What follows belongs to an exercise in optimizing a design on an open flow for small area; a production flow would make more cautious choices. RTL that was checked went through simulation tests only; none was proved equivalent to the original. Only the layout flow was run in runs 3, 4, 6 and 7; the RTL was not checked for function there. Power and IR drop assume default switching activity.

==> flow/design.v <==
module jpc_regfile (
    input  wire                          clk,
    input  wire                          rst,
    input  wire                          r1_idx_op_I,
    input  wire [4:0]                    r1_idx_I,
    input  wire                          r1_idx_valid_I,
    output wire                          r1_idx_ready_O,
    input  wire                          r1_rdata_ready_I,
    output wire [32-1:0] r1_rdata_O,
    output wire                          r1_rdata_valid_O,
    output wire                          r1_wdata_ready_O,
    input  wire [32-1:0] r1_wdata_I,
    input  wire                          r1_wdata_valid_I
);
    localparam W = 32;
    reg rdy, pr, pw, rv;
    wire acc     = rdy & r1_idx_valid_I;
    wire rd_fire = ((acc & ~r1_idx_op_I) | pr) & r1_rdata_ready_I;
    wire wr_fire = ((acc &  r1_idx_op_I) | pw) & r1_wdata_valid_I;
    always @(posedge clk or posedge rst) begin
        if (rst) begin
            rdy <= 1'b1;
            pr  <= 1'b0;
            pw  <= 1'b0;
            rv  <= 1'b0;
        end else begin
            rdy <= (rdy & ~r1_idx_valid_I) | (~rdy & ~pr & ~pw);
            pr  <= ((acc & ~r1_idx_op_I) | pr) & ~r1_rdata_ready_I;
            pw  <= ((acc &  r1_idx_op_I) | pw) & ~r1_wdata_valid_I;
            rv  <= rd_fire;
        end
    end
    assign r1_idx_ready_O   = rdy;
    assign r1_rdata_valid_O = rv;
    assign r1_wdata_ready_O = 1'b1;
    reg par;
    always @(posedge clk or posedge rst) begin
        if (rst) par <= 1'b0;
        else     par <= ~par;
    end
    wire [W-1:0] col = r1_wdata_I ^ {W{par}};
    reg  [W-1:0] regs  [1:31];
    reg  [31:1]  valid;
    wire [31:1]  wr;      
    wire [31:1]  hold;    
    genvar i;
    generate
        for (i = 1; i < 32; i = i + 1) begin : g_reg
            assign wr[i]   = wr_fire & (r1_idx_I == i);
            assign hold[i] = ~wr[i];
            wire [W-1:0] nxt;
            jpc_regfile_wrow #(.W(W)) u_wrow (
                .q(regs[i]), .wr(wr[i]), .hold(hold[i]), .col(col), .d(nxt));
            always @(posedge clk)
                regs[i] <= nxt;
            always @(posedge clk or posedge rst) begin
                if (rst) valid[i] <= 1'b0;
                else     valid[i] <= valid[i] | wr[i];
            end
        end
    endgenerate
    wire [31:1] sel;
    wire [W-1:0] rsel;
    generate
        for (i = 1; i < 32; i = i + 1) begin : g_sel
            assign sel[i] = valid[i] & (r1_idx_I == i);
        end
        for (i = 0; i < W; i = i + 1) begin : g_rbit
            wire [31:1] col_bits;
            genvar r;
            for (r = 1; r < 32; r = r + 1) begin : g_r
                assign col_bits[r] = regs[r][i];
            end
            jpc_regfile_rdbit u_rd (.d(col_bits), .sel(sel), .q(rsel[i]));
        end
    endgenerate
    wire psel = par & (|sel);
    reg [W-1:0] rdata_q;
    always @(posedge clk) rdata_q <= rsel ^ {W{psel}};
    assign r1_rdata_O = rdata_q;
endmodule
module jpc_regfile_rdbit (
    input  wire [31:1] d,
    input  wire [31:1] sel,
    output wire        q
);
    wire [10:0] t;
    genvar g;
    generate
        for (g = 0; g < 10; g = g + 1) begin : g_grp
            jpc_regfile_aoi3 u_aoi (
                .d(d[3*g+3:3*g+1]), .s(sel[3*g+3:3*g+1]), .y(t[g]));
        end
    endgenerate
    assign t[10] = ~(d[31] & sel[31]);
    assign q = ~(&t);
endmodule
module jpc_regfile_aoi3 (
    input  wire [2:0] d,
    input  wire [2:0] s,
    output wire       y
);
    assign y = ~|(d & s);
endmodule
module jpc_regfile_wrow #(parameter W = 32) (
    input  wire [W-1:0] q,
    input  wire         wr,
    input  wire         hold,
    input  wire [W-1:0] col,
    output wire [W-1:0] d
);
    assign d = ~((q | {W{wr}}) & (col | {W{hold}}));
endmodule
==> flow/flow/run.sh <==
#!/bin/bash
# Layout: the standard ORFS flow (standard.sh, unchanged synthesis), with a
# clock tree built without dummy loads from one buffer type, and the smallest
# buffer on every port. Full tool output goes to standard.log here; ORFS's own
# per-step logs stay under orfs/logs/.
set -euo pipefail
CTS="-sink_clustering_enable -repair_clock_nets -dont_use_dummy_load -buf_list sky130_fd_sc_hd__clkbuf_8 -sink_clustering_size 18 -sink_clustering_max_diameter 60"
bash standard.sh "CTS_ARGS=$CTS" "BUFFER_PORTS_ARGS=-buffer_cell sky130_fd_sc_hd__buf_1" finish > standard.log 2>&1
==> flow/standard.sh <==
#!/bin/bash
# synth_recipe.tcl (not shown) runs the flow's synth.tcl, then flattens the netlist and writes it again
# the make line also repeats each setting of config.mk as NAME=value (left out here)
make -C /OpenROAD-flow-scripts/flow DESIGN_CONFIG=/design/flow/config.mk WORK_HOME=/design/flow/orfs CLKGATE_MAP_FILE= SYNTH_SCRIPT=/design/flow/synth_recipe.tcl "${@:-finish}"
==> flow/config.mk <==
export PLATFORM = sky130hd
export DESIGN_NAME = jpc_regfile
export DESIGN_NICKNAME = jpc_regfile
export VERILOG_FILES = /design/flow/design.v
export SDC_FILE = /design/flow/constraint.sdc
export NUM_CORES = 4
export LEC_CHECK = 0
export CAP_MARGIN = 20
export CORE_MARGIN = 2
export CORE_UTILIZATION = 60
export SLEW_MARGIN = 20
export SYNTH_HIERARCHICAL = 1
export SYNTH_MINIMUM_KEEP_SIZE = 0
==> flow/constraint.sdc <==
create_clock -name core_clock -period 5.0 [get_ports {clk}]
set_input_delay 1.0000 -clock core_clock [delete_from_list [all_inputs] [get_ports {clk}]]
set_output_delay 1.0000 -clock core_clock [all_outputs]
set_load 0.01 [all_outputs]
==> run notes, run 1 <==
status timing/DRC/antenna clean; Reg-to-Reg Start rdy; Yosys top cell area share 0.585; Area growth syn-to-layout 5.21%; largest area contributor in the netlist dfxtp_1; Total GRT Usage 0.388; PD cells 426 nW/µm²; Seq/Total Area, Yosys 0.611; Die Area 60,300 µm²; initial core utilization 0.607; CTS buffer count 70; FP Rows 88; Syn Inst Count approximately 3,000; root buffer cell clkbuf_8; critical path data required time between 5 and 6 ns; mean number of vias per cell between 7 and 8; DR WL/cell 31.5 µm; Arrival @ worst endpoint 4.08 ns; Clock Path Buffers 3; CTS tree built; First-pass DRT Iterations 14; Worst slew margin 0.175; Max Slew Vio Count 0; chip width 246 µm; ys flop type dfxtp_1; # fillers 4,660; fin area approximately 37,000 µm²; yosys warns 9; clk slew on worst S/H paths 0.10 ns; vias in the first global route 28,200; CP bufs+invs 1; asr flop ratio synth 0.0340; post-cts sizing count 0; gr ovfl total 0; Placeable Area between 50,000 and 60,000 µm²; Achievable Freq roughly 280 MHz; Worst Setup End Kind register; final wirelength 120,000 µm; final hold slack 0.396 ns; Leakage 0.0138 µW; nets@finish a little over 3,000; CTS H-tree depth 3; most frequent cells in the layout dfxtp_1, o22ai_1, a222oi_1; Port Buffers 76; antenna-violating nets left 0; Worst Setup SP r1_idx_I[1]; CP max stage delay ~0.7 ns; commonest non-fill, non-tap cell in the layout dfxtp_1; minimum clock period 3.57 ns; io pins 78; r2r setup slk 1.71 ns; Synth area leaders dfxtp_1, o22ai_1, a222oi_1, buf_6, dfrtp_1; final hold vios 0; syn_area_per_cell 11.8 µm²; Startpoint Class input pin; EDFF count, synth 0; Sink Count 1,060; latest clock arrival within the worst-skew pair 0.71 ns; final period utilization 0.713; kind of critical path input pin to register; RR Endpoint regs[15][29]; Setup-failing EPs final 0; final core utilization 0.639; Synth Register Bits between 1,000 and 1,500; CP max stage cell a222oi_1; Setup Skew 0.0659 ns; layout cells sized above 1 0.0812; VDD IR max approximately 0.32 mV; crit-path leading delay family simple AND/OR/NAND/NOR gates; worst path cell trace buf_1, and3b_1, and3_1, a222oi_1, nand4_1, a2111o_1, xnor2_1; buffers inserted by post-CTS timing repair 0; DRC 0; worst-margin pin slew 1.24 ns; cts hold-fix bufs 0; Synth cell types 42; Final TNS setup 0 ns; MaxCap Viol Count 0; synthesized cell area 35,000 µm²; critical path peak fanout 20; gpl congestion 0.920; initial antenna violation count 3; Synth Net Count 3,012; overall die height 246 µm; Finished Layout Cells between 3,000 and 4,000; placed cell count 3,735; worst r2r path cells 9; placed cell areas about 36,000 µm²; first-pass GRT wire length ~180,000 µm; Initial DRC Count 4,735; HPWL Detailed 71,600 µm; largest net degree at the start of global routing 37; vias 29,400; worst min-delay path category input pin to async pin; unrepaired setup endpoints after global routing no
## per-module statistics from Yosys, one instance, submodules excluded, excerpt
module	flops+latches	cells inside	cell area, µm²
jpc_regfile	1060	1343	23200
jpc_regfile_rdbit	0	4	27.5
jpc_regfile_aoi3	0	1	10.0
## stage by stage
step                worst slack, ns  total power [µW]
finish                         1.43             15700
global route                   1.36             16300
CTS                            1.63             15700
detailed placement            0.899             12000
global placement              0.914             11900
floorplan                      1.22             11500
## kinds of logic (layout without fill, tap and decap cells)
family                 Yosys count  count (layout)  synth area share
buffers and inverters          238             312            0.0519
other                            1               2          0.000107
XOR/XNOR                        64              64            0.0160
flip-flops                    1060            1060             0.611
AND/OR/NAND/NOR                246             246            0.0384
multiplexers                     3               3          0.000857
AO/OA/AOI/OAI                 1357            1357             0.282
## state kept, by name, indices dropped and copies added, names as in the netlist
register and cells:
pr 1, par 1, valid 31, rv 1, rdy 1, rdata_q 32, regs 992, pw 1
## worst max-delay path by stage
stage,to,slack (ns),cells after the start
2_1_floorplan,rdata_q[0],1.22,8
3_3_place_gp,rdata_q[26],0.91,8
3_5_place_dp,rdata_q[1],0.90,8
4_1_cts,rdata_q[26],1.63,8
5_1_grt,rdata_q[0],1.36,8
6_report,rdata_q[24],1.43,7
## tightest hold or removal path, stage by stage
cell and delay (ns):
buf_1 0.07, inv_1 0.04, buf_4 0.40
## per-layer routing
metal | track usage | share of wire
met3 | 0.0849 | 0.11
met4 | 0.180 | 0.044
met5 | 0 | 0
met1 | 0.530 | 0.40
met2 | 0.588 | 0.45
## area by class of cell
class,count,area (µm²),area share
Antenna cell,1,2.50,0.0000679
Clock buffer,70,963,0.0261
Timing Repair Buffer,208,1340,0.0363
Tap cell,765,957,0.0260
Multi-Input combinational cell,1671,12100,0.327
Inverter,34,128,0.00346
Sequential cell,1060,21400,0.581
## cells in the mapped netlist, drive strengths merged (2+ instances only)
master and number:
dfxtp 1024, o22ai 992, a222oi 320, buf 195, nand2 66, nand4 64
nand2b 37, dfrtp 35, inv 34, a2111o 32, xnor2 32, xor2 32
and3 31, nor2 14, clkbuf 9, nor2b 8, and2 6, nand3 5
nor4 4, a31oi 3, mux2i 3, nor3 3, nor3b 3, a21oi 2
and3b 2
## power by group
group | switching (µW) | total, µW | internal [µW]
Combinational | 697 | 1380 | 685
Clock | 2540 | 3800 | 1270
Sequential | 735 | 10500 | 9780
==> run 2: changes to the inputs <==
--- a/flow/flow/run.sh
+++ b/flow/flow/run.sh
@@ -6,3 +6,3 @@
 set -euo pipefail
-CTS="-sink_clustering_enable -repair_clock_nets -dont_use_dummy_load -buf_list sky130_fd_sc_hd__clkbuf_8 -sink_clustering_size 18 -sink_clustering_max_diameter 60"
+CTS="-sink_clustering_enable -repair_clock_nets -dont_use_dummy_load -buf_list sky130_fd_sc_hd__clkbuf_8 -sink_clustering_size 16 -sink_clustering_max_diameter 45"
 bash standard.sh "CTS_ARGS=$CTS" "BUFFER_PORTS_ARGS=-buffer_cell sky130_fd_sc_hd__buf_1" finish > standard.log 2>&1
==> run 2 against run 1 <==
Synthesized cell count is the same. Sequential cell count is the same. Clock power grew 21%. Non-clock buffer count shrank 1. Clock skew grew 0.042 ns. Setup slack gained 0.010 ns. First-iteration DRC count grew 3.8%. Utilization grew 0.88 points. Combinational power is essentially flat. Routed wire length grew 0.37%. Still clean on timing, DRC and antenna.
==> run notes, run 2 <==
vias 29,800 (+1.1%); kind of critical path input pin to register; Top reg by flops regs; Worst slew margin 0.158 (-0.0173); Synth Net Count 3,012 (unchanged); Port Buffers 76 (unchanged); gpl congestion 0.920 (unchanged); PD cells 442 nW/µm² (+3.8%); Worst Setup End Kind register; MaxCap Viol Count 0 (unchanged); Final TNS setup 0 ns (unchanged); final setup margin 1.44 ns (+0.0103 ns); Synth cell types 42 (unchanged); root buffer cell clkbuf_8; worst path cell trace buf_1, nor3b_1, and3_1, buf_4, a222oi_1, nand4_1, a2111o_1, xnor2_1; worst r2r path cells 9 (unchanged); io pins 78 (unchanged); yosys warns 9 (unchanged); Leakage 0.0141 µW (+1.9%); pre-CTS setup slack 0.899 ns (unchanged); CP max stage delay 0.53 ns (-0.19 ns); mean number of vias per cell 7.74 (+0.14%); syn_area_per_cell 11.8 µm² (unchanged); Synth Register Bits 1,060 (unchanged); initial core utilization 0.607 (unchanged); unrepaired setup endpoints after global routing no; Max Slew Vio Count 0 (unchanged); Startpoint Class input pin; Total GRT Usage 0.390 (+0.00187); Area growth syn-to-layout 6.66%; asr flop ratio synth 0.0340 (unchanged); first-pass GRT wire length 179,000 µm (+0.50%); largest net degree at the start of global routing 37 (unchanged); # fillers 4,638 (-0.47%); vias in the first global route 28,600 (+1.3%); Sink Count 1,060 (unchanged); chip width 246 µm (unchanged); status timing/DRC/antenna clean; clk slew on worst S/H paths 0.10 ns (about the same); VDD IR max 0.295 mV (-8.4%); CTS H-tree depth 3 (unchanged); final wirelength 120,000 µm (+0.37%); commonest non-fill, non-tap cell in the layout dfxtp_1; latest clock arrival within the worst-skew pair 0.77 ns (+0.06 ns); most frequent cells in the layout dfxtp_1, o22ai_1, a222oi_1; DRC 0 (unchanged); Seq/Total Area, Yosys 0.611 (unchanged); Clock Path Buffers 3 (unchanged); HPWL Detailed 71,600 µm (unchanged); final hold vios 0 (unchanged); top post-synthesis cells by count dfxtp_1, o22ai_1, a222oi_1; Largest regs regs: 992 flops, rdata_q: 32 flops, valid: 31 flops; CTS tree built; Die Area 60,300 µm² (unchanged); Achievable Freq 281 MHz (+0.29%); DR WL/cell 31.3 µm (-0.60%); FP Rows 88 (unchanged); layout cells sized above 1 0.0925 (+0.0114); initial antenna violation count 3 (unchanged); buffers inserted by post-CTS timing repair 0 (unchanged); largest area contributor in the netlist dfxtp_1; Arrival @ worst endpoint 4.08 ns (about the same); Initial DRC Count 4,914 (+3.8%); CTS buffer count 108 (+54%); First-pass DRT Iterations 13 (-1); Placeable Area 57,700 µm² (unchanged); Reg-to-Reg Start rdy; post-cts sizing count 0 (unchanged); ys flop type dfxtp_1; cts hold-fix bufs 0 (unchanged); critical path data required time 5.52 ns (about the same); Setup-failing EPs final 0 (unchanged); synthesized cell area 35,000 µm² (unchanged); gr ovfl total 0 (unchanged); final period utilization 0.711 (-0.00206); worst min-delay path category input pin to async pin; Synth area leaders dfxtp_1, o22ai_1, a222oi_1, buf_6, dfrtp_1; nets@finish 3,125 (+1.2%); CP max stage cell a222oi_1; minimum clock period 3.56 ns (-0.0103 ns); Largest register FFs 992 (unchanged); r2r setup slk 1.70 ns (about the same); worst-margin pin slew 1.26 ns (+0.0260 ns); antenna-violating nets left 0 (unchanged); Setup Skew 0.108 ns (+0.0423 ns); Yosys top cell area share 0.585 (unchanged); RR Endpoint regs[15][29]; most frequent cell after synthesis dfxtp_1; overall die height 246 µm (unchanged); EDFF count, synth 0 (unchanged); critical path peak fanout 23 (+15%); Syn Inst Count 2,969 (unchanged)
[run 2: cell families after synthesis]
| group | after synthesis | synth area share |
|---|---|---|
| AO/OA/AOI/OAI | 1357 | 0.282 |
| flip-flops | 1060 | 0.611 |
| AND/OR/NAND/NOR | 246 | 0.0384 |
| buffers and inverters | 238 | 0.0519 |
| XOR/XNOR | 64 | 0.0160 |
| multiplexers | 3 | 0.000857 |
| other | 1 | 0.000107 |
[run 2: Yosys stat by module (local to each module, per instance), a selection]
module             cells inside  flops+latches
jpc_regfile_rdbit             4              0
jpc_regfile                1343           1060
jpc_regfile_aoi3              1              0
[run 2: critical path, delay by kind of cell]
family,cells,cell delay (ns)
buffers and inverters,2,0.91
xor gates and xnor gates,1,0.13
and+or+nand+nor,3,1.03
AOI/OAI and AO/OA,2,0.97
[run 2: per-layer routing]
layer  wire length, µm  part of all wire  global-route usage  up-vias
met1             47900              0.40               0.537    14800
met3             13600              0.11              0.0817      387
met2             53100              0.44               0.591     2017
met5                13           0.00011                   0        -
li1                  -                 -                   -    12600
met4              5610             0.047               0.176        2
[run 2: report_power, final]
part | internal [µW] | switching, µW
logic | 685 | 696
registers | 9790 | 737
clock network | 1910 | 2700
total | 12400 | 4140
[run 2: cell type report]
type / count / area, µm² / area share
Inverter: 34 / 128 / 0.00342
Sequential cell: 1060 / 21400 / 0.573
Tap cell: 765 / 957 / 0.0256
Timing Repair Buffer: 207 / 1320 / 0.0354
Antenna cell: 1 / 2.50 / 0.0000670
Multi-Input combinational cell: 1671 / 12100 / 0.323
Clock buffer: 108 / 1490 / 0.0398
[run 2: metrics by stage]
step                      utilization  instance area (µm²)  cells  power (µW)  hold WS, ns
final                           0.648                37400   3846       16500        0.359
after global routing            0.648                37400   3846       17100        0.363
after CTS                       0.647                37300   3843       16500        0.328
after detailed placement        0.621                35800   3735       12000        0.436
after global placement          0.621                35800   3735       11900        0.428
after floorplan                     -                35000   2969       11500        0.421
[run 2: worst max-delay path by stage]
stage,startpoint,to,slack (ns)
2_1_floorplan,r1_idx_I[0],rdata_q[0],1.22
3_3_place_gp,r1_idx_I[1],rdata_q[26],0.91
3_5_place_dp,r1_idx_I[1],rdata_q[1],0.90
4_1_cts,r1_idx_I[1],rdata_q[26],1.60
5_1_grt,r1_idx_I[1],rdata_q[0],1.39
6_report,r1_idx_I[1],rdata_q[26],1.44
==> run 3: changes to the inputs <==
==> flow/design.v (replaced) <==
module jpc_regfile (
    input  wire                          clk,
    input  wire                          rst,
    input  wire                          r1_idx_op_I,
    input  wire [4:0]                    r1_idx_I,
    input  wire                          r1_idx_valid_I,
    output wire                          r1_idx_ready_O,
    input  wire                          r1_rdata_ready_I,
    output wire [32-1:0] r1_rdata_O,
    output wire                          r1_rdata_valid_O,
    output wire                          r1_wdata_ready_O,
    input  wire [32-1:0] r1_wdata_I,
    input  wire                          r1_wdata_valid_I
);
    localparam W = 32;
    reg rdy, pr, pw, rv;
    wire acc     = rdy & r1_idx_valid_I;
    wire rd_fire = ((acc & ~r1_idx_op_I) | pr) & r1_rdata_ready_I;
    wire wr_fire = ((acc &  r1_idx_op_I) | pw) & r1_wdata_valid_I;
    always @(posedge clk or posedge rst) begin
        if (rst) begin
            rdy <= 1'b1;
            pr  <= 1'b0;
            pw  <= 1'b0;
            rv  <= 1'b0;
        end else begin
            rdy <= (rdy & ~r1_idx_valid_I) | (~rdy & ~pr & ~pw);
            pr  <= ((acc & ~r1_idx_op_I) | pr) & ~r1_rdata_ready_I;
            pw  <= ((acc &  r1_idx_op_I) | pw) & ~r1_wdata_valid_I;
            rv  <= rd_fire;
        end
    end
    assign r1_idx_ready_O   = rdy;
    assign r1_rdata_valid_O = rv;
    assign r1_wdata_ready_O = 1'b1;
    reg [4:0] tc;        
    always @(posedge clk or posedge rst) begin
        if (rst)               tc <= 5'd0;
        else if (tc == 5'd30)  tc <= 5'd0;
        else                   tc <= tc + 5'd1;
    end
    function [4:0] mod31;
        input [4:0] a;
        input [4:0] b;
        reg   [5:0] s;
        begin
            s = a + b;
            if (s >= 6'd62)      mod31 = s - 6'd62;
            else if (s >= 6'd31) mod31 = s - 6'd31;
            else                 mod31 = s[4:0];
        end
    endfunction
    wire [4:0] pos_now  = mod31(r1_idx_I, tc);          
    wire [4:0] pos_next = mod31(r1_idx_I, tc + 5'd1);   
    wire       wr_reg  = wr_fire & (r1_idx_I != 5'd0);   
    wire       ins_now = wr_reg & ~pos_next[0];      
    reg        ins_pend;                            
    reg  [3:0] ins_k;                               
    reg  [W-1:0] wbuf;
    always @(posedge clk or posedge rst) begin
        if (rst) ins_pend <= 1'b0;
        else     ins_pend <= wr_reg & pos_next[0];
    end
    always @(posedge clk) begin
        ins_k <= pos_next[4:1] + 4'd1;
        wbuf  <= r1_wdata_I;
    end
    wire [3:0] wk   = ins_pend ? ins_k : pos_next[4:1];
    wire       wany = ins_now | ins_pend;
    wire [W-1:0] wdata = ins_pend ? wbuf : r1_wdata_I;
    wire [W-1:0] col = ~(wdata ^ {W{wk[0]}});
    reg  [W-1:0] ring [0:30];
    wire [15:0]  ld;
    wire [15:0]  keep;
    genvar p;
    generate
        for (p = 0; p < 31; p = p + 1) begin : g_pos
            if (p % 2 == 1) begin : g_copy
                always @(posedge clk)
                    ring[p] <= ring[p-1];
            end else begin : g_load
                assign ld[p/2]   = wany & (wk == p/2);
                assign keep[p/2] = ~ld[p/2];
                wire [W-1:0] nxt;
                jpc_regfile_ldrow #(.W(W)) u_ld (
                    .q(ring[(p + 30) % 31]), .ld(ld[p/2]), .keep(keep[p/2]),
                    .col(col), .d(nxt));
                always @(posedge clk)
                    ring[p] <= nxt;
            end
        end
    endgenerate
    reg  [31:1] valid;
    genvar i;
    generate
        for (i = 1; i < 32; i = i + 1) begin : g_valid
            always @(posedge clk or posedge rst) begin
                if (rst)                              valid[i] <= 1'b0;
                else if (wr_fire && r1_idx_I == i)    valid[i] <= 1'b1;
            end
        end
    endgenerate
    wire        rvalid = (r1_idx_I != 5'd0) & valid[r1_idx_I];
    wire [30:0] sel;
    wire [W-1:0] rsel;
    generate
        for (p = 0; p < 31; p = p + 1) begin : g_sel
            assign sel[p] = rvalid & (pos_now == p);
        end
        for (i = 0; i < W; i = i + 1) begin : g_rbit
            wire [30:0] col_bits;
            for (p = 0; p < 31; p = p + 1) begin : g_r
                assign col_bits[p] = ring[p][i];
            end
            jpc_regfile_rdbit u_rd (.d(col_bits), .sel(sel), .q(rsel[i]));
        end
    endgenerate
    reg [W-1:0] rdata_q;
    always @(posedge clk) rdata_q <= rsel ^ {W{rvalid & pos_now[1]}};
    assign r1_rdata_O = rdata_q;
endmodule
module jpc_regfile_ldrow #(parameter W = 32) (
    input  wire [W-1:0] q,
    input  wire         ld,
    input  wire         keep,
    input  wire [W-1:0] col,
    output wire [W-1:0] d
);
    assign d = ~((q | {W{ld}}) & (col | {W{keep}}));
endmodule
module jpc_regfile_rdbit (
    input  wire [30:0] d,
    input  wire [30:0] sel,
    output wire        q
);
    wire [10:0] t;
    genvar g;
    generate
        for (g = 0; g < 10; g = g + 1) begin : g_grp
            jpc_regfile_aoi3 u_aoi (
                .d(d[3*g+2:3*g]), .s(sel[3*g+2:3*g]), .y(t[g]));
        end
    endgenerate
    assign t[10] = ~(d[30] & sel[30]);
    assign q = ~(&t);
endmodule
module jpc_regfile_aoi3 (
    input  wire [2:0] d,
    input  wire [2:0] s,
    output wire       y
);
    assign y = ~|(d & s);
endmodule
==> run 3 against run 2 <==
Final cell count shrank 5.0%. Routed wire length fell by 2.3%. Count of clock-buffer cells in the layout down 6.
==> run notes, run 3 <==
Arrival @ worst endpoint 5.10 ns (+1.02 ns); unrepaired setup endpoints after global routing no; overall die height 241 µm (-1.8%); syn_area_per_cell 13.0 µm² (+9.8%); Sequential Power Share 0.640 (+0.003); minimum clock period 4.53 ns (+0.972 ns); Clock Path Buffers 3 (unchanged); hold worst-path end ring[11][1]; yosys warns 9 (unchanged); final hold vios 0 (unchanged); placed cell areas 37,200 µm² (+3.9%); most frequent cells in the layout dfxtp_1, o22ai_1, a222oi_1; top post-synthesis cells by count dfxtp_1, o22ai_1, a222oi_1; Top reg by flops ring; Startpoint Class input pin; internal power 14,600 µW (+18%); layout cells sized above 1 0.154 (+0.0613); mean number of vias per cell 7.35 (-5.0%); clk slew on worst S/H paths 0.08 ns (-0.02 ns); final wirelength 117,000 µm (-2.3%); Synth area leaders dfxtp_1, a222oi_1, o22ai_1, dfrtp_1, buf_6; final period utilization 0.906 (+0.194); Syn Inst Count 2,604 (-12%); CTS H-tree depth 3 (unchanged); vias 26,900 (-9.8%); Initial DRC Count 5,190 (+5.6%); antenna-violating nets left 0 (unchanged); EDFF count, synth 0 (unchanged); initial antenna violation count 0 (-3); status timing/DRC/antenna clean; Largest register FFs 992 (unchanged); chip width 241 µm (-1.8%); Largest regs ring: 992 flops, rdata_q: 32 flops, wbuf: 32 flops; Min-Delay Startpoint ring[10][1]; Worst slew margin 0.243 (+0.0858); RR Endpoint rdata_q[13]; PD cells 527 nW/µm² (+19%); Reg-to-Reg Start tc[0]; Seq/Total Area, Yosys 0.659 (+0.0483); Pwr Total 20,400 µW (+23%); Placeable Area 55,300 µm² (-4.1%); VDD IR max 0.433 mV (+47%); FP Rows 86 (-2.3%); ys flop type dfxtp_1; post-cts sizing count 0 (unchanged); root buffer cell clkbuf_8; Combinational Power Share 0.135 (+0.051); buffers inserted by post-CTS timing repair 0 (unchanged); pre-CTS setup slack -0.189 ns (-1.09 ns); critical path peak fanout 13 (-43%); DR WL/cell 32.2 µm (+2.8%); First-pass DRT Iterations 11 (-2); Die Area 58,200 µm² (-3.6%); synthesized cell area 33,700 µm² (-3.7%); Max Slew Vio Count 0 (unchanged); Leakage 0.0150 µW (+6.6%); Achievable Freq 221 MHz (-21%); DRC 0 (unchanged); sw frac 0.285 (+0.0346); Port Buffers 76 (unchanged); kind of critical path input pin to register; critical path data required time 5.58 ns (+0.06 ns); Sink Count 1,101 (+3.9%); most frequent cell after synthesis dfxtp_1; vias in the first global route 26,300 (-8.0%); Yosys top cell area share 0.629 (+0.0436); Synth cell types 75 (+79%); Finished Layout Cells 3,654 (-5.0%); WHS Path Cells 0; Psw 5810 µW (+40%); HPWL Detailed 71,800 µm (+0.33%); Synth Register Bits 1,101 (+3.9%); Synth Net Count 2,672 (-11%); Final TNS setup 0 ns (unchanged); commonest non-fill, non-tap cell in the layout dfxtp_1; Worst Setup End Kind register; cts hold-fix bufs 0 (unchanged); largest area contributor in the netlist dfxtp_1; nets@finish 2,975 (-4.8%); gpl congestion 0.895 (-2.7%); initial core utilization 0.610 (+0.00298); fin area 38,700 µm² (+3.6%); gr ovfl total 0 (unchanged); r2r setup slk 0.48 ns (-1.22 ns); first-pass GRT wire length 170,000 µm (-5.5%); placed cell count 3,549 (-5.0%); Setup-failing EPs final 0 (unchanged); CTS buffer count 102 (-5.6%); final setup margin 0.472 ns (-0.972 ns); latest clock arrival within the worst-skew pair 0.75 ns (-0.02 ns); Total GRT Usage 0.399 (+0.00911); worst r2r path cells 17 (+8); largest net degree at the start of global routing 42 (+14%); worst min-delay path category register to register; io pins 78 (unchanged); asr flop ratio synth 0.0372 (+0.00328); worst-margin pin slew 1.13 ns (-0.132 ns); Area growth syn-to-layout 14.7%; MaxCap Viol Count 0 (unchanged); Setup Skew 0.0855 ns (-0.0227 ns); Clock Power Share 0.224 (-0.055); CTS tree built
==> run 3: power by group through the flow <==
| stage | clock network, µW | registers (µW) | logic [µW] |
|---|---|---|---|
| after detailed placement | 0 | 13100 | 2690 |
| after global placement | 0 | 13000 | 2610 |
| after CTS | 4600 | 13000 | 2700 |
| final | 4580 | 13100 | 2750 |
| after floorplan | 0 | 12700 | 1710 |
| after global routing | 4920 | 13300 | 2940 |
==> run 3: cells by family (layout without fill, tap and decap cells) <==
kind of cell             Yosys count  count (layout)  share of synthesized area
multiplexers                      49              49                     0.0178
AO/OA/AOI/OAI                    948             948                      0.219
buffers and inverters            140             441                     0.0308
XOR/XNOR                          78              78                     0.0209
other                              1               2                   0.000111
adder cells (fa/ha/maj)           25              25                    0.00971
flip-flops                      1101            1101                      0.659
AND/OR/NAND/NOR                  262             262                     0.0422
==> run 3: layer usage <==
layer | GRT usage | wire [µm] | vias to the layer above
met4 | 0.208 | 6490 | 0
met1 | 0.516 | 44700 | 13200
met5 | 0 | 0 | -
met3 | 0.109 | 14100 | 438
li1 | - | - | 11200
met2 | 0.613 | 52200 | 2021
==> run 3: worst max path at each step <==
stage                start           to  slack (ns)  cells after the start
6_report       r1_idx_I[0]   ring[2][3]        0.47                     15
5_1_grt              tc[0]   rdata_q[7]        0.23                     18
4_1_cts              tc[0]  rdata_q[31]        0.55                     16
3_5_place_dp   r1_idx_I[0]  ring[2][10]       -0.19                     15
3_3_place_gp   r1_idx_I[0]  rdata_q[18]       -0.32                     16
2_1_floorplan  r1_idx_I[0]  rdata_q[10]        0.11                     16
==> run 3: critical path: stages <==
cell and delay, ns:
buf_1 0.10, buf_4 0.24, ha_1 0.22, inv_1 0.06
fa_1 0.51, inv_1 0.16, ha_1 0.24, nand2_1 0.10
o31ai_2 0.46, a211oi_1 0.26, o41a_1 0.46, nor2_2 0.43
and2_4 0.45, buf_4 0.28, o22ai_1 0.11
==> run 3: Yosys stat by module (local to each module, per instance), a selection <==
module             cell area [µm²]  copies in the design
jpc_regfile                  25600                     1
jpc_regfile_aoi3              10.0                   320
jpc_regfile_rdbit             27.5                    32
==> run 3: area by class of cell <==
type                            count  area [µm²]
Antenna cell                        1        2.50
Clock buffer                      102        1400
Fill cell                        4095       16600
Inverter                           18        67.6
Multi-Input combinational cell   1363       10800
Sequential cell                  1101       22200
Tap cell                          748         936
Timing Repair Buffer              321        3230
==> run 3: per-stage QoR <==
stage | hold WS [ns] | utilization
floorplan | 0.330 | -
global placement | 0.332 | 0.672
detailed placement | 0.335 | 0.673
CTS | 0.299 | 0.699
global route | 0.303 | 0.700
finish | 0.290 | 0.700
==> run 4: changes to the inputs <==
--- a/flow/design.v
+++ b/flow/design.v
@@ -52,3 +52,2 @@
     endfunction
-    wire [4:0] pos_now  = mod31(r1_idx_I, tc);          
     wire [4:0] pos_next = mod31(r1_idx_I, tc + 5'd1);   
@@ -102,3 +101,8 @@
     endgenerate
-    wire        rvalid = (r1_idx_I != 5'd0) & valid[r1_idx_I];
+    reg  [4:0]  rpos;      
+    reg         rvalid;    
+    always @(posedge clk) begin
+        rpos   <= pos_next;
+        rvalid <= (r1_idx_I != 5'd0) & valid[r1_idx_I];
+    end
     wire [30:0] sel;
@@ -107,3 +111,3 @@
         for (p = 0; p < 31; p = p + 1) begin : g_sel
-            assign sel[p] = rvalid & (pos_now == p);
+            assign sel[p] = rvalid & (rpos == p);
         end
@@ -117,5 +121,3 @@
     endgenerate
-    reg [W-1:0] rdata_q;
-    always @(posedge clk) rdata_q <= rsel ^ {W{rvalid & pos_now[1]}};
-    assign r1_rdata_O = rdata_q;
+    assign r1_rdata_O = rsel ^ {W{rvalid & rpos[1]}};
 endmodule
==> run 4 against run 3 <==
Still clean. Non-clock buffer count is 101 lower. Routed wire length shrank 2.6%. Sequential power shrank 5%. Register-to-register slack gained 0.06 ns. Clock skew down 0.0059 ns. Sequential cell count is 26 lower. Synthesized cell count decreased by 1.5%. Die area decreased by 1.8%. Power decreased by 4.6%. Final cell count fell by 5.2%. Critical path type is now register to output pin. Largest power group unchanged.
==> run notes, run 4 <==
synthesized cell area 33,100 µm² (-1.9%); yosys warns 9 (unchanged); syn_area_per_cell 12.9 µm² (-0.40%); most frequent cells in the layout dfxtp_1, o22ai_1, a222oi_1; io pins 78 (unchanged); mean number of vias per cell 7.52 (+2.3%); antenna-violating nets left 0 (unchanged); Setup Skew 0.0795 ns (-0.00592 ns); top post-synthesis cells by count dfxtp_1, o22ai_1, a222oi_1; EDFF count, synth 0 (unchanged); commonest non-fill, non-tap cell in the layout dfxtp_1; Synth Net Count 2,626 (-1.7%); layout cells sized above 1 0.121 (-0.0324); Worst slew margin 0.259 (+0.0159); worst-margin pin slew 1.11 ns (-0.0229 ns); Top reg by flops ring; DRC 0 (unchanged); CTS tree built; most frequent cell after synthesis dfxtp_1; PD cells 529 nW/µm² (+0.41%); Worst Setup End Kind output pin; Final TNS setup 0 ns (unchanged); Synth Register Bits 1,075 (-2.4%); critical path data required time 4.00 ns (-1.58 ns); worst min-delay path category register to register; final wirelength 114,000 µm (-2.6%); unrepaired setup endpoints after global routing no; ys flop type dfxtp_1; kind of critical path register to output pin; Seq/Total Area, Yosys 0.656 (-0.00324); HPWL Detailed 67,100 µm (-6.6%); vias in the first global route 25,900 (-1.8%); Largest register FFs 992 (unchanged); VDD IR max 0.313 mV (-28%); CTS H-tree depth 3 (unchanged); Sink Count 1,075 (-2.4%); Synth area leaders dfxtp_1, a222oi_1, o22ai_1, dfrtp_1, buf_6; Setup-failing EPs final 0 (unchanged); DR WL/cell 33.0 µm (+2.8%); first-pass GRT wire length 166,000 µm (-2.1%); Startpoint Class register; Largest regs ring: 992 flops, wbuf: 32 flops, valid: 31 flops; Syn Inst Count 2,566 (-1.5%); largest area contributor in the netlist dfxtp_1; Synth cell types 71 (-5.3%); Max Slew Vio Count 0 (unchanged); final period utilization 0.948 (+0.0423); FP Rows 86 (unchanged); final hold slack 0.298 ns (+0.00790 ns); CTS buffer count 100 (-2.0%); minimum clock period 4.74 ns (+0.211 ns); nets@finish 2,820 (-5.2%); Achievable Freq 211 MHz (-4.5%); MaxCap Viol Count 0 (unchanged); Area growth syn-to-layout 11.0%; critical path peak fanout 24 (+11); status timing/DRC/antenna clean; overall die height 239 µm (-0.92%); Port Buffers 76 (unchanged); gpl congestion 0.875 (-2.2%); Clock Path Buffers 3 (unchanged); buffers inserted by post-CTS timing repair 0 (unchanged); vias 26,000 (-3.1%); largest net degree at the start of global routing 50 (+19%); initial core utilization 0.604 (-0.00664); Die Area 57,100 µm² (-1.8%); final hold vios 0 (unchanged); gr ovfl total 0 (unchanged); initial antenna violation count 2 (+2); clk slew on worst S/H paths 0.10 ns (+0.02 ns); Leakage 0.0139 µW (-7.2%); latest clock arrival within the worst-skew pair 0.73 ns (-0.02 ns); Arrival @ worst endpoint 3.74 ns (-1.36 ns); post-cts sizing count 0 (unchanged); Placeable Area 54,900 µm² (-0.78%); Yosys top cell area share 0.625 (-0.00381); chip width 239 µm (-0.92%); root buffer cell clkbuf_8; cts hold-fix bufs 0 (unchanged); First-pass DRT Iterations 15 (+4); Total GRT Usage 0.394 (-0.00454); Initial DRC Count 4,706 (-9.3%); asr flop ratio synth 0.0381 (+0.000901)
## run 4: cell families (layout without fill, tap and decap cells)
group | count (synthesis) | in the layout | share of synthesized area
buf+inv | 142 | 334 | 0.0316
compound gates | 968 | 968 | 0.230
mux | 42 | 42 | 0.0153
other cells | 1 | 2 | 0.000113
xor+xnor | 74 | 74 | 0.0221
flops | 1075 | 1075 | 0.656
fa+ha+maj | 17 | 17 | 0.00665
simple gates | 247 | 247 | 0.0379
## run 4: worst paths after layout
path / endpoint / from / slack [ns] / depth (start not counted)
max: r1_rdata_O[13] / rpos[3] / 0.26 / 8
min: ring[13][28] / ring[12][28] / 0.30 / 0
max reg2reg: ring[30][26] / tc[0] / 0.54 / 13
min reg2reg: ring[13][28] / ring[12][28] / 0.30 / 0
max in group asynchronous: ins_pend / rst / 4.17 / 3
min in group asynchronous: pr / rst / 0.40 / 3
## run 4: modules after synthesis (local to each module, per instance), a selection
module	flip-flops and latches	cells	cell area [µm²]	times used
jpc_regfile	1075	1510	25000	1
jpc_regfile_aoi3	0	1	10.0	320
jpc_regfile_rdbit	0	4	27.5	32
## run 4: power by group
part | switching [µW] | leakage [µW] | internal [µW] | total, µW
Clock | 2680 | 0.000719 | 1780 | 4450
Combinational | 1380 | 0.00392 | 1110 | 2500
Sequential | 1380 | 0.00927 | 11100 | 12500
## run 4: per-stage QoR
stage | util | power [µW] | std cells | worst slack, ns | cell area, µm²
global route | 0.670 | 20200 | 3463 | 0.203 | 36800
floorplan | - | 13800 | 2566 | 0.491 | 33100
global placement | 0.643 | 14900 | 3358 | 0.172 | 35300
finish | 0.670 | 19400 | 3463 | 0.261 | 36800
detailed placement | 0.645 | 15000 | 3362 | 0.103 | 35400
CTS | 0.670 | 19400 | 3462 | 0.288 | 36800
## run 4: layout make-up
class | count | area, µm²
antenna | 1 | 2.50
clock buffer | 100 | 1380
fill | 4163 | 18100
inverter | 14 | 55.1
multi-input combinational | 1349 | 10800
sequential | 1075 | 21700
tap | 704 | 881
timing repair buffer | 220 | 1980
## run 4: worst max-delay path: stages (launching register included)
cell and delay, ns:
dfxtp_1 0.35, nand2b_1 0.67, nor2_4 0.22, buf_12 0.25, a222oi_1 0.46, nand4_1 0.14
a2111o_1 0.41, xnor2_1 0.33, buf_1 0.20
## run 4: layer usage
metal / vias up / share of wire / GRT usage
met3: 400 / 0.13 / 0.112
met1: 12900 / 0.39 / 0.527
met2: 1860 / 0.43 / 0.588
met5: - / 0 / 0
li1: 10900 / - / -
met4: 0 / 0.055 / 0.197
==> run 5: changes to the inputs <==
--- a/flow/design.v
+++ b/flow/design.v
@@ -41,14 +41,5 @@
     end
-    function [4:0] mod31;
-        input [4:0] a;
-        input [4:0] b;
-        reg   [5:0] s;
-        begin
-            s = a + b;
-            if (s >= 6'd62)      mod31 = s - 6'd62;
-            else if (s >= 6'd31) mod31 = s - 6'd31;
-            else                 mod31 = s[4:0];
-        end
-    endfunction
-    wire [4:0] pos_next = mod31(r1_idx_I, tc + 5'd1);   
+    wire [5:0] psum  = r1_idx_I + tc;
+    wire [5:0] psum1 = r1_idx_I + tc + 6'd1;
+    wire [4:0] pos_next = psum1[5] ? psum1[4:0] : psum[4:0];
     wire       wr_reg  = wr_fire & (r1_idx_I != 5'd0);   
--- a/flow/flow/run.sh
+++ b/flow/flow/run.sh
@@ -6,3 +6,3 @@
 set -euo pipefail
-CTS="-sink_clustering_enable -repair_clock_nets -dont_use_dummy_load -buf_list sky130_fd_sc_hd__clkbuf_8 -sink_clustering_size 16 -sink_clustering_max_diameter 45"
+CTS="-sink_clustering_enable -repair_clock_nets -dont_use_dummy_load -buf_list sky130_fd_sc_hd__clkbuf_8 -sink_clustering_size 18 -sink_clustering_max_diameter 60"
 bash standard.sh "CTS_ARGS=$CTS" "BUFFER_PORTS_ARGS=-buffer_cell sky130_fd_sc_hd__buf_1" finish > standard.log 2>&1
==> run 5 against run 4 <==
Still clean on timing, DRC and antenna. Clock power decreased by 14%. Global-route usage grew 0.81 points. Sequential share of layout area is 1.3 points higher. Non-clock buffer count is 17 higher. Synthesized cell count decreased by 0.90%. Setup slack worse by 0.095 ns. Via count increased by 0.14%. Critical path depth grew 1. Clock skew fell by 0.020 ns. Cell area fell by 2.2%. Sequential cell count unchanged. Utilization shrank 0.31 points.
==> run notes, run 5 <==
cts hold-fix bufs 0 (unchanged); DRC 0 (unchanged); max layer used met4; vias 26,100 (+0.14%); worst-margin pin slew 1.07 ns (-0.0365 ns); buffers inserted by post-CTS timing repair 0 (unchanged); Synth area leaders dfxtp_1, a222oi_1, o22ai_1, dfrtp_1, buf_6; EDFF count, synth 0 (unchanged); io pins 78 (unchanged); Largest regs ring: 992 flops, wbuf: 32 flops, valid: 31 flops; clk slew on worst S/H paths 0.10 ns (about the same); latest clock arrival within the worst-skew pair 0.70 ns (-0.03 ns); xor-xnor portion of the synthesized cell area 0.0208 (-0.00122); syn_area_per_cell 12.9 µm² (-0.13%); internal power 13,900 µW (-1.1%); Finished Layout Cells 3,425 (-1.1%); CP max stage cell nor2_4; Synth Net Count 2,600 (-0.99%); largest area contributor in the netlist dfxtp_1; Sink Count 1,075 (unchanged); most frequent cells in the layout dfxtp_1, o22ai_1, a222oi_1; Port Buffers 76 (unchanged); Clock Power Share 0.198 (-0.031); Total GRT Usage 0.402 (+0.00809); Clock Path Buffers 3 (unchanged); first-pass GRT wire length 166,000 µm (+0.30%); met1 wire length 43,500 µm (-2.1%); CTS H-tree depth 3 (unchanged); Psw 5480 µW (+0.63%); Die Area 56,500 µm² (-1.0%); critical path peak fanout 20 (-17%); final wirelength 116,000 µm (+1.3%); Synth cell types 62 (-13%); Sequential Power Share 0.671 (+0.028); mux contribution to synthesized area 0.0175 (+0.00214); vias in the first global route 25,600 (-1.0%); Final TNS setup 0 ns (unchanged); asr flop ratio synth 0.0381 (unchanged); PD cells 537 nW/µm² (+1.6%); Simple-Gate Fraction of Synth Area 0.0386 (+0.000735); VDD IR max 0.357 mV (+14%); initial antenna violation count 1 (-1); CP bufs+invs 2 (unchanged); initial core utilization 0.608 (+0.00443); CTS tree built; Combinational Power Share 0.131 (+0.003); sw frac 0.283 (+0.00355); Largest register FFs 992 (unchanged); met3 routed WL 15,000 µm (+3.0%); Placeable Area 53,900 µm² (-1.7%); Startpoint Class register; Max Slew Vio Count 0 (unchanged); Top reg by flops ring; overall die height 238 µm (-0.50%); Worst Setup End Kind output pin; gr ovfl total 0 (unchanged); CP max stage delay 0.87 ns (+0.20 ns); worst min-delay path category input pin to async pin; Worst Setup SP rvalid; HPWL Detailed 68,100 µm (+1.5%); First-pass DRT Iterations 13 (-2); Seq/Total Area, Yosys 0.663 (+0.00678); mean number of vias per cell 7.61 (+1.3%); Yosys top cell area share 0.631 (+0.00646); Post-Synth Adder-Cell Area 0.00557 (-0.00108); Worst slew margin 0.284 (+0.0244); worst path cell trace nor2b_1, nand2_1, nor2_4, buf_4, a222oi_1, nand4_1, a2111o_1, xnor2_1, buf_1; MaxCap Viol Count 0 (unchanged); Syn Inst Count 2,543 (-0.90%); most frequent cell after synthesis dfxtp_1; unrepaired setup endpoints after global routing no; gpl congestion 0.873 (-0.31%); synthesized cell area 32,800 µm² (-1.0%); top post-synthesis cells by count dfxtp_1, o22ai_1, a222oi_1; crit-path leading delay family simple AND/OR/NAND/NOR gates; final hold vios 0 (unchanged); commonest non-fill, non-tap cell in the layout dfxtp_1; placed cell count 3,353 (-0.27%); final period utilization 0.967 (+0.0190); Setup Skew 0.0596 ns (-0.0199 ns); # fillers 4,099 (-1.5%); kind of critical path register to output pin; Setup-failing EPs final 0 (unchanged); footprint of the multi-input gates 10,400 µm² (-3.1%); CTS buffer count 71 (-29%); post-cts sizing count 0 (unchanged); yosys warns 9 (unchanged); critical path data required time 4.00 ns (about the same); Reg-to-Reg Start tc[0]; Area growth syn-to-layout 9.73%; DR WL/cell 33.8 µm (+2.4%); minimum clock period 4.83 ns (+0.0951 ns); routed wl met2 50,100 µm (+2.0%); main combinational cell family by area after synthesis compound AO/OA/AOI/OAI gates; root buffer cell clkbuf_8; FP Rows 85 (-1.2%); chip width 238 µm (-0.50%); ys flop type dfxtp_1; Achievable Freq 207 MHz (-2.0%); Synth Register Bits 1,075 (unchanged); largest net degree at the start of global routing 41 (-18%); Sequential cell area 21,700 µm² (about the same); layout cells sized above 1 0.115 (-0.00600); status timing/DRC/antenna clean; Arrival @ worst endpoint 3.83 ns (+0.09 ns); antenna-violating nets left 0 (unchanged); nets@finish 2,787 (-1.2%); Compound-Gate Fraction of Synth Area 0.224 (-0.00617); Leakage 0.0136 µW (-2.3%); Initial DRC Count 4,804 (+2.1%)
==> run 5: cell count changes after synthesis, moves of 6 or more <==
| cell | before | now |
|---|---|---|
| xor2_1 | 6 | 39 |
| or3_1 | 1 | 13 |
| nor3_1 | 12 | 21 |
| nand2_1 | 64 | 54 |
| o211ai_1 | 12 | 2 |
| xnor2_2 | 10 | 0 |
| xnor2_1 | 57 | 39 |
| clkbuf_1 | 12 | 18 |
==> run 5: power groups by stage <==
stage | clock (µW) | sequential, µW | combinational (µW)
after floorplan | 0 | 12600 | 1690
after global placement | 0 | 12900 | 2400
after detailed placement | 0 | 13100 | 2480
after CTS | 3850 | 12900 | 2490
after global routing | 4130 | 13200 | 2710
final | 3830 | 13000 | 2530
==> run 5: area by class of cell <==
class	count	share of cell area
flip-flops and latches	1075	0.604
inverters	16	0.00167
diodes	1	0.0000696
clock buffers	71	0.0272
repair buffers	237	0.0534
well taps	696	0.0242
multi-input cells	1329	0.290
==> run 5: kinds of logic after synthesis <==
| logic type | after synthesis |
|---|---|
| compound gates | 944 |
| mux | 47 |
| fa+ha+maj | 14 |
| simple gates | 245 |
| flops | 1075 |
| other cells | 1 |
| xor+xnor | 78 |
| buf+inv | 139 |
==> run 5: path summary, 6_finish.rpt <==
kind,to,slack (ns),cells after the start
worst max-delay path,r1_rdata_O[8],0.17,9
worst min-delay path,ins_pend,0.16,2
worst min register to register,ring[21][15],0.29,0
worst max register to register,ring[28][30],0.69,12
min in group core_clock,ring[21][15],0.29,0
max in group asynchronous,valid[9],4.17,3
==> run 5: through the flow <==
| stage | hold slack (ns) | power, µW | util | setup slack [ns] | area (µm²) |
|---|---|---|---|---|---|
| 3_3_place_gp | 0.332 | 15300 | 0.649 | 0.102 | 35000 |
| 5_1_grt | 0.133 | 20100 | 0.667 | 0.0362 | 36000 |
| 3_5_place_dp | 0.337 | 15500 | 0.649 | 0.0589 | 35000 |
| 2_1_floorplan | 0.330 | 14300 | - | 0.597 | 32800 |
| 6_report | 0.162 | 19300 | 0.667 | 0.166 | 36000 |
| 4_1_cts | 0.116 | 19200 | 0.667 | 0.253 | 36000 |
==> run 5: metal layers <==
layer,global-route usage,vias to the layer above
li1,-,10800
met1,0.526,12800
met2,0.608,1959
met3,0.110,471
met4,0.221,0
met5,0,-
==> run 5: worst register-to-register path: stages, from the launching register on <==
cell,delay [ns]
dfrtp_1,0.45
ha_1,0.23
inv_1,0.06
fa_1,0.42
nand2b_1,0.17
a21oi_1,0.24
xor2_1,0.27
a2111oi_0,0.14
a311o_1,0.35
mux2i_1,0.80
or3_2,0.26
buf_4,0.58
o22ai_1,0.20
==> run 5: Yosys stat by module, one instance, submodules excluded, a selection <==
module             cell area, µm²  flops+latches  copies in the design
jpc_regfile_rdbit            27.5              0                    32
jpc_regfile                 24700           1075                     1
jpc_regfile_aoi3             10.0              0                   320
==> run 6: changes to the inputs <==
--- a/flow/design.v
+++ b/flow/design.v
@@ -57,6 +57,5 @@
     end
-    wire [3:0] wk   = ins_pend ? ins_k : pos_next[4:1];
-    wire       wany = ins_now | ins_pend;
+    wire         wpol  = ins_pend ? ins_k[0] : pos_next[1];
     wire [W-1:0] wdata = ins_pend ? wbuf : r1_wdata_I;
-    wire [W-1:0] col = ~(wdata ^ {W{wk[0]}});
+    wire [W-1:0] col   = ~(wdata ^ {W{wpol}});
     reg  [W-1:0] ring [0:30];
@@ -71,3 +70,4 @@
             end else begin : g_load
-                assign ld[p/2]   = wany & (wk == p/2);
+                assign ld[p/2]   = (ins_now  & (pos_next[4:1] == p/2)) |
+                                   (ins_pend & (ins_k == p/2));
                 assign keep[p/2] = ~ld[p/2];
==> run 6 against run 5 <==
Register-to-register slack gained 0.28 ns. Cell area grew 1.1%. Fmax shrank 1.4%. Critical path type unchanged.
==> run notes, run 6 <==
worst r2r path cells 11 (-1); CTS H-tree depth 3 (unchanged); EDFF count, synth 0 (unchanged); worst path cell trace nor2b_1, nand2_1, nor2_4, a222oi_1, nand4_1, a2111o_1, xnor2_1, buf_1; asr flop ratio synth 0.0381 (unchanged); Leakage 0.0138 µW (+1.6%); cts hold-fix bufs 0 (unchanged); largest net degree at the start of global routing 41 (unchanged); final wirelength 110,000 µm (-4.9%); largest area contributor in the netlist dfxtp_1; synthesized cell area 33,400 µm² (+1.8%); first-pass GRT wire length 163,000 µm (-2.2%); commonest non-fill, non-tap cell in the layout dfxtp_1; Die Area 57,500 µm² (+1.8%); Clock Path Buffers 3 (unchanged); HPWL Detailed 67,500 µm (-0.96%); latest clock arrival within the worst-skew pair 0.71 ns (about the same); ys flop type dfxtp_1; mux contribution to synthesized area 0.00600 (-0.0115); CP bufs+invs 1 (-1); initial core utilization 0.606 (-0.00229); worst-margin pin slew 1.21 ns (+0.138 ns); Worst Setup End Kind output pin; kind of critical path register to output pin; Synth Register Bits 1,075 (unchanged); chip width 240 µm (+0.88%); gpl congestion 0.845 (-3.2%); most frequent cells in the layout dfxtp_1, o22ai_1, a222oi_1; Reg-to-Reg Start tc[0]; diodes inserted 0 (-1); vias in the first global route 25,400 (-0.54%); DR WL/cell 31.1 µm (-8.1%); nets@finish 2,858 (+2.5%); status timing/DRC/antenna clean; final period utilization 0.980 (+0.0134); initial antenna violation count 0 (-1); top post-synthesis cells by count dfxtp_1, o22ai_1, a222oi_1; Synth cell types 63 (+1.6%); critical path peak fanout 32 (+60%); layout cells sized above 1 0.109 (-0.00686); final hold vios 0 (unchanged); hold worst-path end ring[3][1]; Setup-failing EPs final 0 (unchanged); gr ovfl total 0 (unchanged); Simple-Gate Fraction of Synth Area 0.0417 (+0.00315); syn_area_per_cell 12.6 µm² (-2.2%); Seq/Total Area, Yosys 0.651 (-0.0117); FP Rows 86 (+1.2%); CP max stage delay 1.00 ns (+0.13 ns); main combinational cell family by area after synthesis compound AO/OA/AOI/OAI gates; Final TNS setup 0 ns (unchanged); Placeable Area 55,100 µm² (+2.2%); Startpoint Class register; MaxCap Viol Count 0 (unchanged); Port Buffers 76 (unchanged); crit-path leading delay family simple AND/OR/NAND/NOR gates; Worst slew margin 0.192 (-0.0919); RR Endpoint ring[6][30]; VDD IR max 0.331 mV (-7.3%); Yosys top cell area share 0.620 (-0.0111); post-cts sizing count 0 (unchanged); Top reg by flops ring; Largest regs ring: 992 flops, wbuf: 32 flops, valid: 31 flops; Arrival @ worst endpoint 3.90 ns (+0.07 ns); overall die height 240 µm (+0.88%); CTS buffer count 71 (unchanged); unrepaired setup endpoints after global routing no; vias 25,900 (-0.57%); final core utilization 0.660 (-0.00675); Synth Net Count 2,705 (+4.0%); Syn Inst Count 2,648 (+4.1%); Max Slew Vio Count 0 (unchanged); CTS tree built; buffers inserted by post-CTS timing repair 0 (unchanged); mean number of vias per cell 7.31 (-4.0%); PD cells 538 nW/µm² (about the same); Initial DRC Count 4,490 (-6.5%); CP max stage cell nor2_4; Setup Skew 0.0821 ns (+0.0225 ns); most frequent cell after synthesis dfxtp_1; xor-xnor portion of the synthesized cell area 0.0294 (+0.00852); root buffer cell clkbuf_8; r2r setup slk 0.97 ns (+0.28 ns); Min-Delay Startpoint ring[2][1]; Achievable Freq 204 MHz (-1.4%); yosys warns 9 (unchanged); minimum clock period 4.90 ns (+0.0669 ns); clk slew on worst S/H paths 0.10 ns (about the same); io pins 78 (unchanged); Largest register FFs 992 (unchanged); antenna-violating nets left 0 (unchanged); critical path data required time 4.00 ns (about the same); First-pass DRT Iterations 10 (-3); Synth area leaders dfxtp_1, o22ai_1, a222oi_1, dfrtp_1, xnor2_1; WHS Path Cells 0; Compound-Gate Fraction of Synth Area 0.234 (+0.0102); Sink Count 1,075 (unchanged); # fillers 4,346 (+6.0%); Area growth syn-to-layout 9.03%; worst min-delay path category register to register; DRC 0 (unchanged); Total GRT Usage 0.381 (-0.0211); Post-Synth Adder-Cell Area 0.00547 (-0.0000980)
[run 6: through the flow]
step / area, µm² / setup WS, ns / cells / hold slack, ns / power [µW]
2_1_floorplan: 33400 / 0.695 / 2648 / 0.330 / 14500
3_5_place_dp: 35400 / 0.261 / 3475 / 0.336 / 15800
6_report: 36400 / 0.0987 / 3547 / 0.307 / 19600
5_1_grt: 36400 / 0.0501 / 3547 / 0.316 / 20400
4_1_cts: 36400 / 0.181 / 3546 / 0.307 / 19500
3_3_place_gp: 35400 / 0.305 / 3475 / 0.332 / 15600
[run 6: Yosys stat by module (local to each module, per instance), excerpt]
module | times used | flops+latches | cell area (µm²) | cells inside
jpc_regfile_aoi3 | 320 | 0 | 10.0 | 1
jpc_regfile | 1 | 1075 | 25300 | 1592
jpc_regfile_rdbit | 32 | 0 | 27.5 | 4
[run 6: worst max path at each step]
stage,startpoint,cells after the start,slack (ns),endpoint
after global placement,r1_idx_I[0],12,0.31,ring[22][30]
after global routing,rvalid,8,0.05,r1_rdata_O[16]
after detailed placement,r1_idx_I[0],12,0.26,ring[6][30]
after floorplan,r1_idx_I[0],11,0.70,ring[0][0]
after CTS,rpos[0],8,0.18,r1_rdata_O[0]
final,rvalid,8,0.1,r1_rdata_O[0]
[run 6: kinds of logic after synthesis]
family | Yosys count
buffers and inverters | 142
XOR/XNOR | 111
flip-flops | 1075
other | 1
multiplexers | 11
AND/OR/NAND/NOR | 279
AO/OA/AOI/OAI | 1015
adder cells (fa/ha/maj) | 14
[run 6: area by class of cell]
| class | instances | area, µm² | area share |
|---|---|---|---|
| inverter | 9 | 33.8 | 0.000928 |
| clock buffer | 71 | 977 | 0.0269 |
| sequential | 1075 | 21700 | 0.597 |
| timing repair buffer | 213 | 1650 | 0.0454 |
| tap | 748 | 936 | 0.0257 |
| multi-input combinational | 1431 | 11100 | 0.304 |
[run 6: metal layers]
layer  GRT usage  vias to the layer above  part of all wire
met4       0.156                        0             0.043
met3      0.0945                      318              0.12
met5           0                        -                 0
li1            -                    11100                 -
met1       0.510                    12900              0.39
met2       0.593                     1698              0.45
[run 6: worst reg2reg max path, stage by stage, from the launching register on]
cell	delay, ns
dfrtp_1	0.44
ha_1	0.24
fa_1	0.45
and3_1	0.23
or3_1	0.39
and3_1	0.28
nand2_1	0.12
nand2_1	0.16
a211oi_4	0.30
buf_4	0.25
o22a_2	0.81
o22ai_1	0.23
[run 6: report_power, final]
group          internal [µW]  switching [µW]  leakage, µW
clock                   1290            2540     0.000510
sequential             11500            1600      0.00913
combinational           1210            1430      0.00417
==> run 7: changes to the inputs <==
--- a/flow/config.mk
+++ b/flow/config.mk
@@ -7,6 +7,6 @@
 export LEC_CHECK = 0
-export CAP_MARGIN = 20
+export CAP_MARGIN = 5
 export CORE_MARGIN = 2
 export CORE_UTILIZATION = 60
-export SLEW_MARGIN = 20
+export SLEW_MARGIN = 5
 export SYNTH_HIERARCHICAL = 1
==> run 7 against run 6 <==
Global-route usage unchanged. First-iteration DRC count increased by 1.2%. Fmax decreased by 0.11%. Sequential cell count unchanged. Clock power about the same. Utilization about the same. Register-to-register slack about the same. Critical path type unchanged. Largest cell class unchanged. Largest power group unchanged.
==> run notes, run 7 <==
Setup Skew 0.0807 ns (-0.00140 ns); Synth Register Bits 1,075 (unchanged); # fillers 4,347 (+0.023%); Startpoint Class register; Sequential Power Share 0.669 (about the same); Leakage 0.0138 µW (about the same); io pins 78 (unchanged); antenna-violating nets left 0 (unchanged); Synth area leaders dfxtp_1, o22ai_1, a222oi_1, dfrtp_1, xnor2_1; Psw 5580 µW (about the same); FP Rows 86 (unchanged); layout cells sized above 1 0.109 (about the same); final wirelength 110,000 µm (about the same); Area growth syn-to-layout 8.99% (about the same); initial core utilization 0.606 (unchanged); Placeable Area 55,100 µm² (unchanged); PD cells 538 nW/µm² (about the same); ys flop type dfxtp_1; Yosys top cell area share 0.620 (unchanged); critical path peak fanout 32 (unchanged); Total GRT Usage 0.381 (unchanged); gpl congestion 0.845 (unchanged); most frequent cells in the layout dfxtp_1, o22ai_1, a222oi_1; Arrival @ worst endpoint 3.91 ns (about the same); first-pass GRT wire length 163,000 µm (unchanged); commonest non-fill, non-tap cell in the layout dfxtp_1; Worst Setup SP rvalid; worst-margin pin slew 1.24 ns (+0.0258 ns); Reg-to-Reg Start tc[0]; Port Buffers 76 (unchanged); kind of critical path register to output pin; critical path data required time 4.00 ns (about the same); Largest register FFs 992 (unchanged); Setup-failing EPs final 0 (unchanged); top post-synthesis cells by count dfxtp_1, o22ai_1, a222oi_1; Initial DRC Count 4,546 (+1.2%); final hold vios 0 (unchanged); root buffer cell clkbuf_8; First-pass DRT Iterations 11 (+1); overall die height 240 µm (unchanged); Achievable Freq 204 MHz (-0.11%); EDFF count, synth 0 (unchanged); DRC 0 (unchanged); Synth Net Count 2,705 (unchanged); vias 26,000 (+0.22%); DR WL/cell 31.1 µm (+0.11%); Min-Delay Startpoint ring[2][1]; diodes inserted 0 (unchanged); chip width 240 µm (unchanged); asr flop ratio synth 0.0381 (unchanged); largest area contributor in the netlist dfxtp_1; syn_area_per_cell 12.6 µm² (unchanged); clk slew on worst S/H paths 0.10 ns (about the same); unrepaired setup endpoints after global routing no; Clock Path Buffers 3 (unchanged); mean number of vias per cell 7.33 (+0.25%); largest net degree at the start of global routing 41 (unchanged); vias in the first global route 25,400 (unchanged); minimum clock period 4.91 ns (+0.00538 ns); worst min-delay path category register to register; MaxCap Viol Count 0 (unchanged); Synth cell types 63 (unchanged); CTS tree built; yosys warns 9 (unchanged); status timing/DRC/antenna clean; Worst slew margin 0.175 (-0.0172); Top reg by flops ring; final period utilization 0.981 (+0.00108); HPWL Detailed 67,500 µm (unchanged); Worst Setup End Kind output pin; Clock Power Share 0.196 (about the same); Max Slew Vio Count 0 (unchanged); Largest regs ring: 992 flops, wbuf: 32 flops, valid: 31 flops; internal power 14,000 µW (about the same); synthesized cell area 33,400 µm² (unchanged); Die Area 57,500 µm² (unchanged); CTS H-tree depth 3 (unchanged); sw frac 0.285 (about the same); initial antenna violation count 0 (unchanged); CTS buffer count 71 (unchanged); Syn Inst Count 2,648 (unchanged); latest clock arrival within the worst-skew pair 0.70 ns (about the same); Final TNS setup 0 ns (unchanged); Sink Count 1,075 (unchanged); nets@finish 2,857 (-0.035%); final hold slack 0.311 ns (+0.00433 ns); Combinational Power Share 0.135 (about the same); Seq/Total Area, Yosys 0.651 (unchanged); gr ovfl total 0 (unchanged); most frequent cell after synthesis dfxtp_1; VDD IR max 0.329 mV (-0.76%)
-- run 7: kinds of logic after synthesis --
family / Yosys count / share of synthesized area
multiplexers: 11 / 0.00600
flip-flops: 1075 / 0.651
buffers and inverters: 142 / 0.0318
XOR/XNOR: 111 / 0.0294
other: 1 / 0.000112
AND/OR/NAND/NOR: 279 / 0.0417
AO/OA/AOI/OAI: 1015 / 0.234
adder cells (fa/ha/maj): 14 / 0.00547
-- run 7: area by class of cell --
cell class / count / area [µm²] / area share
Multi-Input combinational cell: 1431 / 11100 / 0.304
Sequential cell: 1075 / 21700 / 0.597
Timing Repair Buffer: 212 / 1630 / 0.0449
Inverter: 9 / 33.8 / 0.000929
Clock buffer: 71 / 977 / 0.0269
Tap cell: 748 / 936 / 0.0257
-- run 7: metrics by stage --
| stage | instance area (µm²) | util | total power, µW | setup WS (ns) | instances |
|---|---|---|---|---|---|
| finish | 36400 | 0.660 | 19600 | 0.0933 | 3546 |
| global route | 36400 | 0.660 | 20400 | 0.0341 | 3546 |
| global placement | 35400 | 0.642 | 15600 | 0.305 | 3475 |
| CTS | 36400 | 0.660 | 19500 | 0.181 | 3546 |
| detailed placement | 35400 | 0.642 | 15800 | 0.261 | 3475 |
| floorplan | 33400 | - | 14500 | 0.695 | 2648 |
-- run 7: critical path, cell delays in order (launching register included) --
cell and delay [ns]:
dfxtp_1 0.51, nor2b_1 0.29, nand2_1 0.28, nor2_4 1.01, a222oi_1 0.45, nand4_1 0.24
a2111o_1 0.17, xnor2_1 0.14, buf_1 0.18
-- run 7: modules after synthesis (local to each module, per instance), a selection --
module,area [µm²],copies in the design,flops+latches,cells
jpc_regfile,25300,1,1075,1592
jpc_regfile_rdbit,27.5,32,0,4
jpc_regfile_aoi3,10.0,320,0,1
-- run 7: what timing repair did --
item,CTS,global route
setup buffers,0,0
hold buffers,0,0
resized for setup,0,1
endpoints found under the setup margin,0,3
-- run 7: per-layer routing --
metal  share of wire  track usage  routed length [µm]
met5               0            0                   0
met3            0.12       0.0945               13100
met1            0.39        0.510               43300
met4           0.040        0.156                4450
met2            0.45        0.593               49500
-- run 7: final timing paths --
path / to / slack, ns / cells past startpoint
max: r1_rdata_O[7] / 0.09 / 8
min: ring[3][1] / 0.31 / 0
max reg2reg: ring[22][30] / 0.97 / 11
min reg2reg: ring[3][1] / 0.31 / 0
max in group asynchronous: valid[26] / 3.82 / 3
min in group asynchronous: valid[11] / 0.43 / 2
-- run 7: power groups by stage --
stage               logic (µW)  clock network (µW)  registers [µW]
CTS                       2600                3860           13000
finish                    2640                3830           13100
floorplan                 1820                   0           12700
global route              2840                4170           13400
detailed placement        2590                   0           13200
global placement          2510                   0           13100

==> what the ideal ports hide <==
How much do the figures lean on ideal ports? The routed layouts below were timed once more, with nothing changed but the port constraints.
Step 1 assumes that a clkbuf_16 drives the clock port and a buf_2 every other input.
Step 2, shift: input delay + t, output delay - t, t = (earliest + latest rising clock arrival at the registers) / 2. This alone moves slack from input paths to output paths.
a / b / c = ideal / step 1 / step 2; a / b = the first two.
run | t (ns) | setup WS [ns] | worst setup path at the end | worst slew at a driven data input, ns | cell pins on the clock port's net
run 1 | 0.738 | 1.433 / 1.467 / 0.728 | input to register | 0.04 | 1
run 2 | 0.761 | 1.444 / 1.477 / 0.715 | input to register | 0.05 | 1
run 3 | 0.760 | 0.472 / 0.481 / -0.252 | input to register | 0.05 | 1
run 4 | 0.740 | 0.261 / 0.203 / 0.028 | input to register | 0.05 | 1
run 5 | 0.728 | 0.166 / 0.104 / -0.067 | input to register | 0.05 | 1
run 6 | 0.727 | 0.099 / 0.038 / 0.255 | input to register | 0.09 | 1
run 7 | 0.724 | 0.093 / 0.033 / 0.259 | input to register | 0.09 | 1
With both steps, setup timing fails in run 3 and run 5, where it was met with ideal ports. The setup slack of run 2, which loses most, moves by +0.033 ns with the drivers and by -0.729 ns with both steps.
